Background: an optimization exercise with open tools, aiming at small area, a short achievable clock period and few clock cycles per item. Do not read the settings as production practice. Where RTL was checked, it was by simulation tests only, not by an equivalence proof against the original.

==> flow/design.v (excerpt) <==
module ntt_bfly (
    input clk,
    input rst,
    input in_valid,
    input inv,
    input sub,
    input [16:0] a,
    input [16:0] b,
    input [16:0] tf,
    output out_valid,
    output [16:0] p
    );
export LEC_CHECK = 0
export CAP_MARGIN = 20
export CORE_MARGIN = 2
export CORE_UTILIZATION = 40
export GPL_TIMING_DRIVEN = 0
export PLACE_DENSITY = 0.8
export SLEW_MARGIN = 20
export SYNTH_HIERARCHICAL = 1
create_clock -name core_clock -period 42.0 [get_ports {clk}]
standard.sh (not shown) runs the stock make flow with config.mk's settings and CLKGATE_MAP_FILE= SYNTH_SCRIPT=/design/flow/synth_recipe.tcl, a recipe that flattens the netlist after the stock synthesis.
==> flow/flow/run.sh <==
#!/bin/bash
# Own flow: the standard layout (standard.sh: the standard synthesis and
# steps), except:
#  - the cells that buffer_ports puts on the ports: buf_2 on each output
#    (hook before global placement), buf_1 on each input.  Every port still
#    gets a buffer of its own.
#  - clock tree synthesis without dummy load cells.
set -euo pipefail
here=$(pwd)
printf 'buffer_ports -outputs -buffer_cell sky130_fd_sc_hd__buf_2\n' > "$here/buffer_outputs.tcl"
export PRE_GLOBAL_PLACE_TCL="$here/buffer_outputs.tcl"
export BUFFER_PORTS_ARGS="-inputs -buffer_cell sky130_fd_sc_hd__buf_1"
export CTS_ARGS="-sink_clustering_enable -repair_clock_nets -dont_use_dummy_load -buf_list sky130_fd_sc_hd__clkbuf_8 -sink_clustering_size 24 -sink_clustering_max_diameter 200"
bash standard.sh finish > standard_make.log 2>&1
Edit:
- PLACE_DENSITY: 0.8 -> default
Outcome: Core utilization hardly moves. First-iteration DRC count came out lower by 13%. Die area is unchanged. Critical path depth does not change. Global-route usage came out higher by 0.80 points. Routed wire length came out higher by 0.33%. Cell count is about the same. Clock skew came out higher by 0.013 ns. Cell area barely changes. Hold slack is worse by 0.010 ns.
No run of this note included a check of the RTL's function; only the layout flow was run.

ntt_bfly, a different RTL version from the one above (not shown whole).
Size in the first run: ~9300 µm² of cells after synthesis.
Design ntt_bfly, start of the top module:
module ntt_bfly (
    input clk,
    input rst,
    input in_valid,
    input inv,
    input sub,
    input [16:0] a,
    input [16:0] b,
    input [16:0] tf,
    output out_valid,
    output [16:0] p
    );
==> flow/config.mk <==
export PLATFORM = sky130hd
export DESIGN_NAME = ntt_bfly
export DESIGN_NICKNAME = ntt_bfly
export VERILOG_FILES = /design/flow/design.v
export SDC_FILE = /design/flow/constraint.sdc
export NUM_CORES = 4
export LEC_CHECK = 0
export CAP_MARGIN = 20
export CORE_MARGIN = 2
export CORE_UTILIZATION = 40
export GPL_TIMING_DRIVEN = 0
export SLEW_MARGIN = 20
export SYNTH_HIERARCHICAL = 1
==> flow/constraint.sdc <==
create_clock -name core_clock -period 42.0 [get_ports {clk}]
set_input_delay 8.4000 -clock core_clock [delete_from_list [all_inputs] [get_ports {clk}]]
set_output_delay 8.4000 -clock core_clock [all_outputs]
set_load 0.01 [all_outputs]
==> flow/flow/run.sh <==
#!/bin/bash
# Own flow: the standard layout (standard.sh: the standard synthesis and
# steps), except:
#  - the cells that buffer_ports puts on the ports: buf_2 on each output
#    (hook before global placement), buf_1 on each input.  Every port still
#    gets a buffer of its own.
#  - clock tree synthesis without dummy load cells.
set -euo pipefail
here=$(pwd)
printf 'buffer_ports -outputs -buffer_cell sky130_fd_sc_hd__buf_2\n' > "$here/buffer_outputs.tcl"
export PRE_GLOBAL_PLACE_TCL="$here/buffer_outputs.tcl"
export BUFFER_PORTS_ARGS="-inputs -buffer_cell sky130_fd_sc_hd__buf_1"
export CTS_ARGS="-sink_clustering_enable -repair_clock_nets -dont_use_dummy_load -buf_list sky130_fd_sc_hd__clkbuf_8 -sink_clustering_size 36 -sink_clustering_max_diameter 400 -sink_clustering_levels 1"
bash standard.sh finish > standard_make.log 2>&1
The baseline completed with no timing, DRC or antenna violations.
Testbench counts at the start, summed over its fixed seeds: cycles 24,008, items 24,000.
Next try:
--- a/flow/flow/run.sh
+++ b/flow/flow/run.sh
@@ -12,3 +12,3 @@
 export BUFFER_PORTS_ARGS="-inputs -buffer_cell sky130_fd_sc_hd__buf_1"
-export CTS_ARGS="-sink_clustering_enable -repair_clock_nets -dont_use_dummy_load -buf_list sky130_fd_sc_hd__clkbuf_8 -sink_clustering_size 36 -sink_clustering_max_diameter 400 -sink_clustering_levels 1"
+export CTS_ARGS="-sink_clustering_enable -repair_clock_nets -dont_use_dummy_load -buf_list sky130_fd_sc_hd__clkbuf_8 -sink_clustering_size 24 -sink_clustering_max_diameter 200"
 bash standard.sh finish > standard_make.log 2>&1
Result: Worst setup slack does not change. Via count is unchanged. Routed wire length stays the same.

## P
Another version of the RTL of ntt_bfly (not shown whole).
Size in the first run: about 950 cells after synthesis, ~72 flip-flops, about 74 I/O pins, roughly 9400 µm² of cells after synthesis.
Settings: LEC_CHECK=0, CAP_MARGIN=20, CORE_MARGIN=2, CORE_UTILIZATION=40, GPL_TIMING_DRIVEN=0, SLEW_MARGIN=20, SYNTH_HIERARCHICAL=1; clock period 42.0 ns.
==> flow/flow/run.sh <==
#!/bin/bash
# Own flow: the standard layout (standard.sh: the standard synthesis and
# steps), except:
#  - the cells that buffer_ports puts on the ports: buf_2 on each output
#    (hook before global placement), buf_1 on each input.  Every port still
#    gets a buffer of its own.
#  - clock tree synthesis without dummy load cells.
set -euo pipefail
here=$(pwd)
printf 'buffer_ports -outputs -buffer_cell sky130_fd_sc_hd__buf_2\n' > "$here/buffer_outputs.tcl"
export PRE_GLOBAL_PLACE_TCL="$here/buffer_outputs.tcl"
export BUFFER_PORTS_ARGS="-inputs -buffer_cell sky130_fd_sc_hd__buf_1"
export CTS_ARGS="-sink_clustering_enable -repair_clock_nets -dont_use_dummy_load -buf_list sky130_fd_sc_hd__clkbuf_8 -sink_clustering_size 24 -sink_clustering_max_diameter 200"
bash standard.sh finish > standard_make.log 2>&1
P: all stages complete, timing, DRC and antenna checks passed
Testbench counts of P, summed over its fixed seeds: cycles 24,008, items 24,000.
### P -> Q
--- a/flow/flow/run.sh
+++ b/flow/flow/run.sh
@@ -12,3 +12,3 @@
 export BUFFER_PORTS_ARGS="-inputs -buffer_cell sky130_fd_sc_hd__buf_1"
-export CTS_ARGS="-sink_clustering_enable -repair_clock_nets -dont_use_dummy_load -buf_list sky130_fd_sc_hd__clkbuf_8 -sink_clustering_size 24 -sink_clustering_max_diameter 200"
+export CTS_ARGS="-sink_clustering_enable -repair_clock_nets -dont_use_dummy_load -buf_list sky130_fd_sc_hd__clkbuf_16 -sink_clustering_size 72 -sink_clustering_max_diameter 500"
 bash standard.sh finish > standard_make.log 2>&1
==> run notes <==
- Q reached the end of the flow, and the finished layout is clean on the timing, DRC and antenna checks.
- P -> Q: synthesized-area fraction occupied by and/or/nand/nor cells delta 0, exact match
- As far as length in cells of the worst reg-to-reg path goes, Q and P are indistinguishable; the numbers are identical.
- Delta (Q minus P): clock buffer count in the final layout held; final wirelength essentially unchanged; area of the multi-input gates now sits at about the same level.
- Q -> P: worst-path maximum fanout delta 0, exact match

Starting RTL as in the previous note.
export LEC_CHECK = 0
export CAP_MARGIN = 20
export CORE_MARGIN = 2
export CORE_UTILIZATION = 55
export GPL_TIMING_DRIVEN = 0
export SLEW_MARGIN = 20
export SYNTH_HIERARCHICAL = 1
create_clock -name core_clock -period 42.0 [get_ports {clk}]
==> flow/flow/run.sh <==
#!/bin/bash
# Own flow: the standard layout (standard.sh: the standard synthesis and
# steps), except:
#  - the cells that buffer_ports puts on the ports: buf_2 on each output
#    (hook before global placement), buf_1 on each input.  Every port still
#    gets a buffer of its own.
#  - clock tree synthesis without dummy load cells.
set -euo pipefail
here=$(pwd)
printf 'buffer_ports -outputs -buffer_cell sky130_fd_sc_hd__buf_2\n' > "$here/buffer_outputs.tcl"
export PRE_GLOBAL_PLACE_TCL="$here/buffer_outputs.tcl"
export BUFFER_PORTS_ARGS="-inputs -buffer_cell sky130_fd_sc_hd__buf_1"
export CTS_ARGS="-sink_clustering_enable -repair_clock_nets -dont_use_dummy_load -buf_list sky130_fd_sc_hd__clkbuf_4 -sink_clustering_size 24 -sink_clustering_max_diameter 200"
bash standard.sh finish > standard_make.log 2>&1
Testbench counts at the start, summed over its fixed seeds: cycles 24,008, items 24,000.
==> next run, changes <==
--- a/flow/flow/run.sh
+++ b/flow/flow/run.sh
@@ -12,3 +12,3 @@
 export BUFFER_PORTS_ARGS="-inputs -buffer_cell sky130_fd_sc_hd__buf_1"
-export CTS_ARGS="-sink_clustering_enable -repair_clock_nets -dont_use_dummy_load -buf_list sky130_fd_sc_hd__clkbuf_4 -sink_clustering_size 24 -sink_clustering_max_diameter 200"
+export CTS_ARGS="-sink_clustering_enable -repair_clock_nets -dont_use_dummy_load -buf_list sky130_fd_sc_hd__clkbuf_8 -sink_clustering_size 24 -sink_clustering_max_diameter 200"
 bash standard.sh finish > standard_make.log 2>&1
What happened: Global-route usage came out higher by 0.11 points; final area is higher by about 0.5%; cell count is about the same; critical path depth does not change; die area stays the same; fmax grows by 1.0%; wire length barely changes; via count came out lower by 0.31%; core utilization is higher by 0.31 points.

cedar:
ntt_bfly, a different RTL version from the one above (not shown whole).
Size: roughly 72 flip-flops, ~74 I/O pins, ~0.0096 mm^2 of cells after synthesis.
## ntt_bfly
module ntt_bfly (
    input clk,
    input rst,
    input in_valid,
    input inv,
    input sub,
    input [16:0] a,
    input [16:0] b,
    input [16:0] tf,
    output out_valid,
    output [16:0] p
    );
==> flow/config.mk <==
export PLATFORM = sky130hd
export DESIGN_NAME = ntt_bfly
export DESIGN_NICKNAME = ntt_bfly
export VERILOG_FILES = /design/flow/design.v
export SDC_FILE = /design/flow/constraint.sdc
export NUM_CORES = 4
export LEC_CHECK = 0
export CAP_MARGIN = 20
export CORE_MARGIN = 2
export CORE_UTILIZATION = 40
export GPL_TIMING_DRIVEN = 0
export SLEW_MARGIN = 20
export SYNTH_HIERARCHICAL = 1
==> flow/constraint.sdc <==
create_clock -name core_clock -period 42.0 [get_ports {clk}]
set_input_delay 8.4000 -clock core_clock [delete_from_list [all_inputs] [get_ports {clk}]]
set_output_delay 8.4000 -clock core_clock [all_outputs]
set_load 0.01 [all_outputs]
==> flow/flow/run.sh <==
#!/bin/bash
# Own flow: the standard layout (standard.sh: the standard synthesis and
# steps), except:
#  - the cells that buffer_ports puts on the ports: buf_2 on each output
#    (hook before global placement), buf_1 on each input.  Every port still
#    gets a buffer of its own.
#  - clock tree synthesis without dummy load cells.
set -euo pipefail
here=$(pwd)
printf 'buffer_ports -outputs -buffer_cell sky130_fd_sc_hd__buf_2\n' > "$here/buffer_outputs.tcl"
export PRE_GLOBAL_PLACE_TCL="$here/buffer_outputs.tcl"
export BUFFER_PORTS_ARGS="-inputs -buffer_cell sky130_fd_sc_hd__buf_1"
export CTS_ARGS="-sink_clustering_enable -repair_clock_nets -dont_use_dummy_load"
bash standard.sh finish > standard_make.log 2>&1
Testbench counts of cedar, summed over its fixed seeds: cycles 24,008, items 24,000.
Modified inputs, nickel compared to cedar
==> flow/flow/run.sh <==
#!/bin/bash
# Own flow: the standard layout (standard.sh, unchanged synthesis and
# steps), except that the ports get buf_2 buffers instead of the cell that
# buffer_ports picks by default.  Every port still gets its own buffer.
set -euo pipefail
export BUFFER_PORTS_ARGS="-buffer_cell sky130_fd_sc_hd__buf_2"
bash standard.sh finish > standard_make.log 2>&1
==> run notes <==
nickel vs cedar — post-route cell area climbed slightly
Reported for nickel and cedar, number of nets still failing antenna checks after routing turned out identical to the last digit.
Changes observed in nickel relative to cedar: first-pass GRT wire length has decreased, wire length has remained practically unchanged, met1 capacity usage during global routing has decreased, hold slack has remained practically unchanged.
Taking cedar as the reference, in nickel floorplan die area held steady; fmax held steady; per-cell via count in the routed design grew by 0.064.
Filler-free cell count of the finished design, nickel vs cedar: up slightly
The inputs of amber differ from those of nickel as listed below.
==> flow/flow/run.sh <==
#!/bin/bash
# Own flow: the standard layout (standard.sh: the standard synthesis and
# steps), except the cells that buffer_ports puts on the ports: buf_2 on each
# output (hook before global placement), buf_1 on each input.  Every port
# still gets a buffer of its own.
set -euo pipefail
here=$(pwd)
printf 'buffer_ports -outputs -buffer_cell sky130_fd_sc_hd__buf_2\n' > "$here/buffer_outputs.tcl"
export PRE_GLOBAL_PLACE_TCL="$here/buffer_outputs.tcl"
export BUFFER_PORTS_ARGS="-inputs -buffer_cell sky130_fd_sc_hd__buf_1"
bash standard.sh finish > standard_make.log 2>&1
--- outcome ---
nickel -> amber: wire length increased slightly
For post-synthesis instance total, nickel and amber come out practically identical.
amber vs. nickel: combined area of the multi-input logic cells now larger; via count now smaller.
nickel → amber: max-slew headroom at the worst pin increased by 1.8 points relative to the old numbers, number of filler instances in the final layout has increased.

## run a
Starting RTL as in the previous note.
Settings: LEC_CHECK=0, CAP_MARGIN=20, CORE_MARGIN=2, CORE_UTILIZATION=40, GPL_TIMING_DRIVEN=0, SLEW_MARGIN=20, SYNTH_HIERARCHICAL=1; clock period 42.0 ns.
run.sh (not shown) runs the stock make flow with config.mk's settings and CLKGATE_MAP_FILE= SYNTH_SCRIPT=/design/flow/synth_recipe.tcl, a recipe that flattens the netlist after the stock synthesis.
Stock flow here: none of the scripts above is used.
Testbench counts of run a, summed over its fixed seeds: cycles 24,008, items 24,000.
Relative to run a, the following input files were edited for run b:
==> flow/flow/run.sh (new file) <==
#!/bin/bash
# Own flow: the standard layout (standard.sh: the standard synthesis and
# steps), except:
#  - the cells that buffer_ports puts on the ports: buf_2 on each output
#    (hook before global placement), buf_1 on each input.  Every port still
#    gets a buffer of its own.
#  - clock tree synthesis without dummy load cells.
set -euo pipefail
here=$(pwd)
printf 'buffer_ports -outputs -buffer_cell sky130_fd_sc_hd__buf_2\n' > "$here/buffer_outputs.tcl"
export PRE_GLOBAL_PLACE_TCL="$here/buffer_outputs.tcl"
export BUFFER_PORTS_ARGS="-inputs -buffer_cell sky130_fd_sc_hd__buf_1"
export CTS_ARGS="-sink_clustering_enable -repair_clock_nets -dont_use_dummy_load -buf_list sky130_fd_sc_hd__clkbuf_8 -sink_clustering_size 24 -sink_clustering_max_diameter 200"
bash standard.sh finish > standard_make.log 2>&1
==> flow/standard.sh (new file) <==
#!/bin/bash
# synth_recipe.tcl (not shown) runs the flow's synth.tcl, then flattens the netlist and writes it again
# the make line also repeats each setting of config.mk as NAME=value (left out here)
make -C /OpenROAD-flow-scripts/flow DESIGN_CONFIG=/design/flow/config.mk WORK_HOME=/design/flow/orfs CLKGATE_MAP_FILE= SYNTH_SCRIPT=/design/flow/synth_recipe.tcl "${@:-finish}"
removed: flow/run.sh
### Flow results
Run b against run a; layout filler cell count is up slightly. Relative to run a, the minimum clock period of run b is lower by 0.41 ns. Summary: final setup skew, run b worse than run a. The run showing the greater cell depth of the worst flop-to-flop path is run a. Layout cell share with drive strength beyond 1 (higher): run b.

static timing again, ports no longer ideal:
No port has a modelled driver above. Below, the same layouts with a new extraction and two added sets of constraints.
Step 1, drivers: a clkbuf_16 drives clk and a buf_2 each remaining input, both assumed.
Step 2, shift: input delay + t, output delay - t, t = (earliest + latest rising clock arrival at the registers) / 2. This alone moves slack from input paths to output paths.
Slacks: ideal ports / drivers / drivers and shift; pairs: ideal ports / drivers.
run	shift t [ns]	setup slack, ns	worst setup path at the end	clock arrival spread, ns	worst register clock-pin slew, ns
the first run of note 1	0.399	32.803 / 32.764 / 32.869	register to register	0.028 / 0.028	0.09 / 0.09
the second run of note 1	0.401	32.797 / 32.755 / 32.871	register to register	0.041 / 0.041	0.09 / 0.09
the first run of note 2	0.400	32.795 / 32.755 / 32.966	register to register	0.028 / 0.028	0.09 / 0.09
the second run of note 2	0.400	32.795 / 32.755 / 32.966	register to register	0.028 / 0.028	0.09 / 0.09
P	0.400	32.801 / 32.757 / 33.157	register to output	0.027 / 0.028	0.09 / 0.09
Q	0.382	32.832 / 32.785 / 33.167	register to output	0.021 / 0.022	0.07 / 0.07
the first run of note 4	0.465	32.695 / 32.655 / 33.119	register to output	0.026 / 0.027	0.12 / 0.12
the second run of note 4	0.395	32.789 / 32.748 / 33.143	register to output	0.023 / 0.024	0.09 / 0.09
cedar	0.387	32.844 / 32.797 / 33.184	register to output	0.012 / 0.013	0.06 / 0.06
nickel	0.387	32.837 / 32.791 / 33.178	register to output	0.018 / 0.018	0.07 / 0.07
amber	0.399	32.829 / 32.783 / 33.182	register to output	0.017 / 0.016	0.08 / 0.08
run a	0.390	32.403 / 32.354 / 32.744	register to output	0.012 / 0.012	0.07 / 0.07
run b	0.405	32.811 / 32.770 / 33.175	register to output	0.024 / 0.024	0.09 / 0.09
After both steps setup and hold are still met in every run listed.
